This design comes from an exercise in tuning for small area and a short achievable clock period on the open sky130 flow, not from production work.
Only simulation tests tie the RTL to the original design; equivalence was not proved.
Power figures rest on the tool's default switching activity, not on a simulated workload.

// t2c_maze_explorer
module t2c_maze_explorer (
    input clk,
    input rst_n,
    input left,
    mid,
    right,   
    output reg [2:0] move
);
Settings: LEC_CHECK=0, CAP_MARGIN=20, CORE_MARGIN=2, CORE_UTILIZATION=55, SLEW_MARGIN=20; clock period 9.0 ns.
standard.sh (not shown) runs the stock make flow with config.mk's settings and CLKGATE_MAP_FILE= SYNTH_SCRIPT=/design/flow/synth_recipe.tcl, a recipe that flattens the netlist after the stock synthesis.
==> flow/flow/run.sh <==
#!/bin/bash
# Own layout flow: the standard flow, except that the synthesised netlist
# comes from the same synthesis script with different ABC mapping (see
# flow/mysynth.tcl and flow/settings.sh) and without the adder-cell mapping.
# Registers (names and cell types) are those of the standard synthesis; this
# is checked below, and the standard netlist is used if they differ.
set -euo pipefail
W=$PWD
F=$W/flow
R=$W/orfs/results/$FLOW_PLATFORM/t2c_maze_explorer/base
source $F/settings.sh

bash standard.sh synth > $W/log_std_synth.txt 2>&1
cp $R/1_2_yosys.v $W/std_1_2_yosys.v

# 2. own synthesis in a separate ORFS work folder
make -C $FLOW_HOME DESIGN_CONFIG=$W/config.mk WORK_HOME=$W/own \
  CLKGATE_MAP_FILE= SYNTH_SCRIPT=$F/mysynth.tcl synth > $W/log_own_synth.txt 2>&1
OWN=$W/own/results/$FLOW_PLATFORM/t2c_maze_explorer/base/1_2_yosys.v

regs() { grep -E '^ *sky130_fd_sc_hd__(df|ed|sd)[a-z]*_[0-9]+ ' "$1" | awk '{print $1, $2}' | sed 's/_[0-9]* / /' | sort; }
regs $R/1_2_yosys.v > $W/regs_std.txt
regs $OWN > $W/regs_own.txt
if cmp -s $W/regs_std.txt $W/regs_own.txt; then
  cp $OWN $R/1_2_yosys.v
  echo "own synthesis used" > $W/log_synth_choice.txt
else
  echo "register mismatch; keeping the standard synthesis" > $W/log_synth_choice.txt
fi

# 3. the rest of the standard flow on that netlist
export SETUP_SLACK_MARGIN=$FLOW_SETUP_MARGIN
bash standard.sh > $W/log_flow.txt 2>&1
==> flow/flow/settings.sh <==
# settings for flow/run.sh
export MY_ABC_SCRIPT=$F/area.abc   # ABC script for the design
export MY_KEEP=t2c_late            # module mapped on its own, delay-driven
export MY_KEEP_D=300               # its ABC delay target (ps)
export FLOW_SETUP_MARGIN=5.6       # repair_timing setup margin (ns)
Other scripts of this flow, unchanged in this note and not shown: flow/flow/area.abc, flow/flow/mysynth.tcl
Change:
==> flow/flow/settings.sh (replaced) <==
# settings for flow/run.sh
export MY_ABC_SCRIPT=$F/area.abc   # ABC script for the design
export MY_KEEP=t2c_late            # module mapped on its own, delay-driven
export MY_KEEP_D=300               # its ABC delay target (ps)
export FLOW_SETUP_MARGIN=5.9       # repair_timing setup margin (ns)
The new run completed with no timing, DRC or antenna violations.
Cell area went up by 8.1%.
Core utilization climbs by 5.2 points.
Fmax climbs by 6.2%.
Final cell count went up by 1.1%.
Via count came out higher by 1.7%.
Routed wire length came out higher by 6.1%.
Critical path depth is lower by 2.
Non-clock buffer count climbs by 7.
Clock power came out lower by 10%.
Flip-flop and latch count is unchanged.
Power goes up by 3.2%.
Change:
==> flow/flow/settings.sh (replaced) <==
# settings for flow/run.sh
export MY_ABC_SCRIPT=$F/area.abc   # ABC script for the design
export MY_KEEP=t2c_late            # module mapped on its own, delay-driven
export MY_KEEP_D=300               # its ABC delay target (ps)
export FLOW_SETUP_MARGIN=5.8       # repair_timing setup margin (ns)
--- a/flow/config.mk
+++ b/flow/config.mk
@@ -6,6 +6,6 @@
 export NUM_CORES = 4
 export LEC_CHECK = 0
-export CAP_MARGIN = 20
+export CAP_MARGIN = 0
 export CORE_MARGIN = 2
 export CORE_UTILIZATION = 55
-export SLEW_MARGIN = 20
+export SLEW_MARGIN = 0
After rerunning: Sequential power is about the same; wire length falls by 8.3%; non-clock buffer count falls by 6; fmax is about the same; setup slack gets better by 0.0087 ns; clock-buffer cell count does not change; clock power rises by 16%; synthesized area stays the same; final area falls by 4.6%; die area does not change.
Change:
--- a/flow/flow/settings.sh
+++ b/flow/flow/settings.sh
@@ -1,2 +1,3 @@
+# settings for flow/run.sh
 # settings for flow/run.sh
 export MY_ABC_SCRIPT=$F/area.abc   # ABC script for the design
--- a/flow/config.mk
+++ b/flow/config.mk
@@ -6,6 +6,6 @@
 export NUM_CORES = 4
 export LEC_CHECK = 0
-export CAP_MARGIN = 0
+export CAP_MARGIN = 20
 export CORE_MARGIN = 2
-export CORE_UTILIZATION = 55
-export SLEW_MARGIN = 0
+export CORE_UTILIZATION = 40
+export SLEW_MARGIN = 20
=> The new run completed without violations; critical path depth rises by 1; non-clock buffer count came out lower by 6; cell count is higher by 4.8%; first-iteration DRC count climbs by 15%; fmax went up by about 0.7%; core utilization came out lower by 17 points; total power climbs by 1.7%; clock skew came out lower by 0.0084 ns; final area grows by 2.2%.
Change:
--- a/flow/flow/settings.sh
+++ b/flow/flow/settings.sh
@@ -1,3 +1,2 @@
-# settings for flow/run.sh
 # settings for flow/run.sh
 export MY_ABC_SCRIPT=$F/area.abc   # ABC script for the design
--- a/flow/config.mk
+++ b/flow/config.mk
@@ -8,4 +8,5 @@
 export CAP_MARGIN = 20
 export CORE_MARGIN = 2
-export CORE_UTILIZATION = 40
+export CORE_UTILIZATION = 55
+export CTS_BUF_LIST = sky130_fd_sc_hd__clkbuf_4 sky130_fd_sc_hd__clkbuf_8
 export SLEW_MARGIN = 20
Result: Core utilization goes up by 17 points; sequential cell count is unchanged; via count came out lower by 0.37%; hold slack degrades by 0.034 ns; synthesized cell count stays the same; power drops by 1.7%; first-iteration DRC count shrinks by 13%; combinational power came out higher by about 0.8%.


## maple
t2c_maze_explorer, a different RTL version from the one above (not shown whole).
Size in the first run: about 560 cells after synthesis, about 8 I/O pins, roughly 4900 sq um of cells after synthesis.
Settings: LEC_CHECK=0, CAP_MARGIN=20, CORE_MARGIN=2, CORE_UTILIZATION=55, SLEW_MARGIN=20; clock period 9.0 ns.
==> flow/flow/settings.sh <==
# settings for flow/run.sh
export MY_ABC_SCRIPT=$F/area.abc   # ABC script for the design
export MY_KEEP=t2c_late            # module mapped on its own, delay-driven
export MY_KEEP_D=300               # its ABC delay target (ps)
export FLOW_SETUP_MARGIN=6.5       # repair_timing setup margin (ns)
Scripts as last shown in full above: flow/flow/run.sh
Other scripts of this flow, unchanged in this note and not shown: flow/flow/area.abc, flow/flow/mysynth.tcl
No stage failed in maple, and the final checks on the layout all came back clean.
Edits applied to the flow inputs when going from maple to pepper:
==> flow/flow/settings.sh <==
# settings for flow/run.sh
export MY_ABC_SCRIPT=$F/area.abc   # ABC script for the design
export FLOW_SETUP_MARGIN=6.0       # repair_timing setup margin (ns)
Results
- pepper against maple: total leakage power decreased about 9%, number of nets in the synthesized netlist decreased 3.9%, cell count after synthesis decreased about 4%.
- maple → pepper: headroom to the max-slew limit -0.54 points; top fanout value on the critical path went down.
- Comparing power share of the clock group for maple and pepper, the bigger number came from pepper.
- Floorplan die area (pepper over maple): decrease, 430 sq um
- Against maple, pepper comes in 610 um lower on final wirelength.
Changes in zinc relative to pepper:
==> flow/flow/settings.sh <==
# settings for flow/run.sh
export MY_ABC_SCRIPT=$F/area.abc   # ABC script for the design
export MY_KEEP=t2c_late            # module mapped on its own, delay-driven
export MY_KEEP_D=300               # its ABC delay target (ps)
export FLOW_SETUP_MARGIN=6.0       # repair_timing setup margin (ns)
==> summary.txt <==
zinc vs pepper: maximum frequency up. zinc vs. pepper: part of the power in the clock network went up by 1.0 points. zinc reports its slowest cell on the critical path as sky130_fd_sc_hd__nor4b_4 while pepper reports sky130_fd_sc_hd__nor4_2. [zinc vs pepper] synthesis-to-finish area growth: lower in zinc. zinc: setup slack is 0.40 ns higher than what pepper reported. Per the comparison of zinc with pepper, first-pass GRT wire length picked up an extra about 7%; non-clock buffer count lost 26%. Total area of sequential cells delta (zinc -> pepper): insignificant.


RTL: one of the versions met above, not the one the previous note started from.
For scale: ~550 cells after synthesis, ~8 I/O pins, about 4800 µm² of cells after synthesis.
// t2c_maze_explorer
module t2c_maze_explorer (
    input clk,
    input rst_n,
    input left,
    mid,
    right,   
    output reg [2:0] move
);
Settings: LEC_CHECK=0, CAP_MARGIN=20, CORE_MARGIN=2, CORE_UTILIZATION=50, PLACE_DENSITY=0.75, SLEW_MARGIN=20; clock period 9.0 ns.
==> flow/flow/settings.sh <==
# settings for flow/run.sh
# settings for flow/run.sh
export MY_ABC_SCRIPT=$F/area.abc   # ABC script for the design
export MY_KEEP=t2c_late            # module mapped on its own, delay-driven
export MY_KEEP_D=300               # its ABC delay target (ps)
export FLOW_SETUP_MARGIN=5.8       # repair_timing setup margin (ns)
Scripts as last shown in full above: flow/flow/run.sh
Other scripts of this flow, unchanged in this note and not shown: flow/flow/area.abc, flow/flow/mysynth.tcl
The first run went through all stages and came out clean.
Change:
--- a/flow/flow/settings.sh
+++ b/flow/flow/settings.sh
@@ -1,2 +1 @@
-# settings for flow/run.sh
 # settings for flow/run.sh
Settings changed: CORE_UTILIZATION 50 to 55, PLACE_DENSITY 0.75 to unset.
Clock-buffer cell count is unchanged.
Global-route usage grows by 3.0 points.
Cell count shrinks by a few percent.
Via count shrinks slightly.
Routed wire length grows by a few percent.
Worst setup slack got worse by 0.016 ns.
Design area grows slightly.
Clock power grows by about a fifth.
Maximum frequency shrinks slightly.
Sequential power is about the same.
Change:
--- a/flow/flow/settings.sh
+++ b/flow/flow/settings.sh
@@ -1 +1,2 @@
+# settings for flow/run.sh
 # settings for flow/run.sh
Settings changed: CORE_UTILIZATION 55 to 52.
After rerunning: Sequential power hardly moves; synthesized cell count does not change; count of clock-buffer cells in the layout fell by 1; die area rose by 5.5%; flip-flop and latch count is unchanged; register-to-register slack is better by 0.07 ns; utilization fell by 3.8 points.
Change:
==> flow/flow/settings.sh (replaced) <==
# settings for flow/run.sh
export MY_ABC_SCRIPT=$F/area.abc   # ABC script for the design
export MY_KEEP=t2c_late            # module mapped on its own, delay-driven
export MY_KEEP_D=300               # its ABC delay target (ps)
export FLOW_SETUP_MARGIN=6.2       # repair_timing setup margin (ns)
Settings changed: CORE_UTILIZATION 52 to 55.
Global-route usage rises by 4.4 points.
Synthesized cell count does not change.
Total power rises by a few percent.
Cell area rises by roughly a tenth.
Worst setup slack is worse by 0.053 ns.
Count of clock-buffer cells in the layout rises by 1.
Synthesized area does not change.
Routed wire length rises by roughly a tenth.
Sequential cell count stays the same.
Via count rises by a little under a tenth.
Critical path depth rises by 1.
Change:
--- a/flow/flow/settings.sh
+++ b/flow/flow/settings.sh
@@ -4,2 +4,2 @@
 export MY_KEEP_D=300               # its ABC delay target (ps)
-export FLOW_SETUP_MARGIN=6.2       # repair_timing setup margin (ns)
+export FLOW_SETUP_MARGIN=6.0       # repair_timing setup margin (ns)
Settings changed: CORE_UTILIZATION 55 to 50.
What happened:
- maximum frequency climbs by about 3.4%
- routed wire length drops by about 6.4%
- die area climbs by 9.6%

-- separate check: timing with driven ports --
Ports are ideal in the flow. The routed layouts listed here were re-timed in OpenROAD. Step 1 assumes that a clkbuf_16 drives the clock port and a buf_2 every other input. Step 2 moves the port delays by t, midway between the first and last clock arrival at a register: inputs arrive t later, outputs are due t later. That takes back most of the time a late clock gives input paths. Slacks: ideal / step 1 / step 2; pairs: ideal / step 1.
run	t (ns)	setup slack, ns	hold slack, ns	worst setup path after step 2	latest minus earliest clock arrival (ns)
the first run of note 1	0.407	5.615 / 5.615 / 5.344	0.494 / 0.494 / 0.494	input to register	0.011 / 0.011
the second run of note 1	0.404	5.813 / 5.794 / 5.389	0.476 / 0.476 / 0.476	input to register	0.013 / 0.013
the third run of note 1	0.393	5.821 / 5.832 / 5.439	0.467 / 0.467 / 0.467	input to register	0.016 / 0.016
the fourth run of note 1	0.386	5.845 / 5.856 / 5.471	0.501 / 0.501 / 0.501	input to register	0.006 / 0.007
the fifth run of note 1	0.393	5.821 / 5.832 / 5.439	0.467 / 0.467 / 0.467	input to register	0.016 / 0.016
maple	0.396	5.951 / 5.934 / 5.538	0.520 / 0.520 / 0.520	input to register	0.016 / 0.017
pepper	0.413	5.544 / 5.536 / 5.123	0.504 / 0.504 / 0.504	input to register	0.012 / 0.012
zinc	0.408	5.943 / 5.923 / 5.515	0.496 / 0.496 / 0.496	input to register	0.015 / 0.015
the first run of note 3	0.419	5.837 / 5.850 / 5.431	0.502 / 0.502 / 0.502	input to register	0.011 / 0.010
the second run of note 3	0.393	5.821 / 5.832 / 5.439	0.467 / 0.467 / 0.467	input to register	0.016 / 0.016
the third run of note 3	0.406	5.914 / 5.900 / 5.520	0.502 / 0.502 / 0.502	input to register	0.019 / 0.019
the fourth run of note 3	0.412	5.862 / 5.845 / 5.433	0.506 / 0.506 / 0.506	input to register	0.012 / 0.012
the fifth run of note 3	0.413	5.965 / 5.934 / 5.521	0.500 / 0.500 / 0.500	input to register	0.014 / 0.013
After both steps setup and hold are still met in every run listed. The setup slack of the fifth run of note 3, which loses most, moves by -0.031 ns with the drivers and by -0.444 ns with both steps.
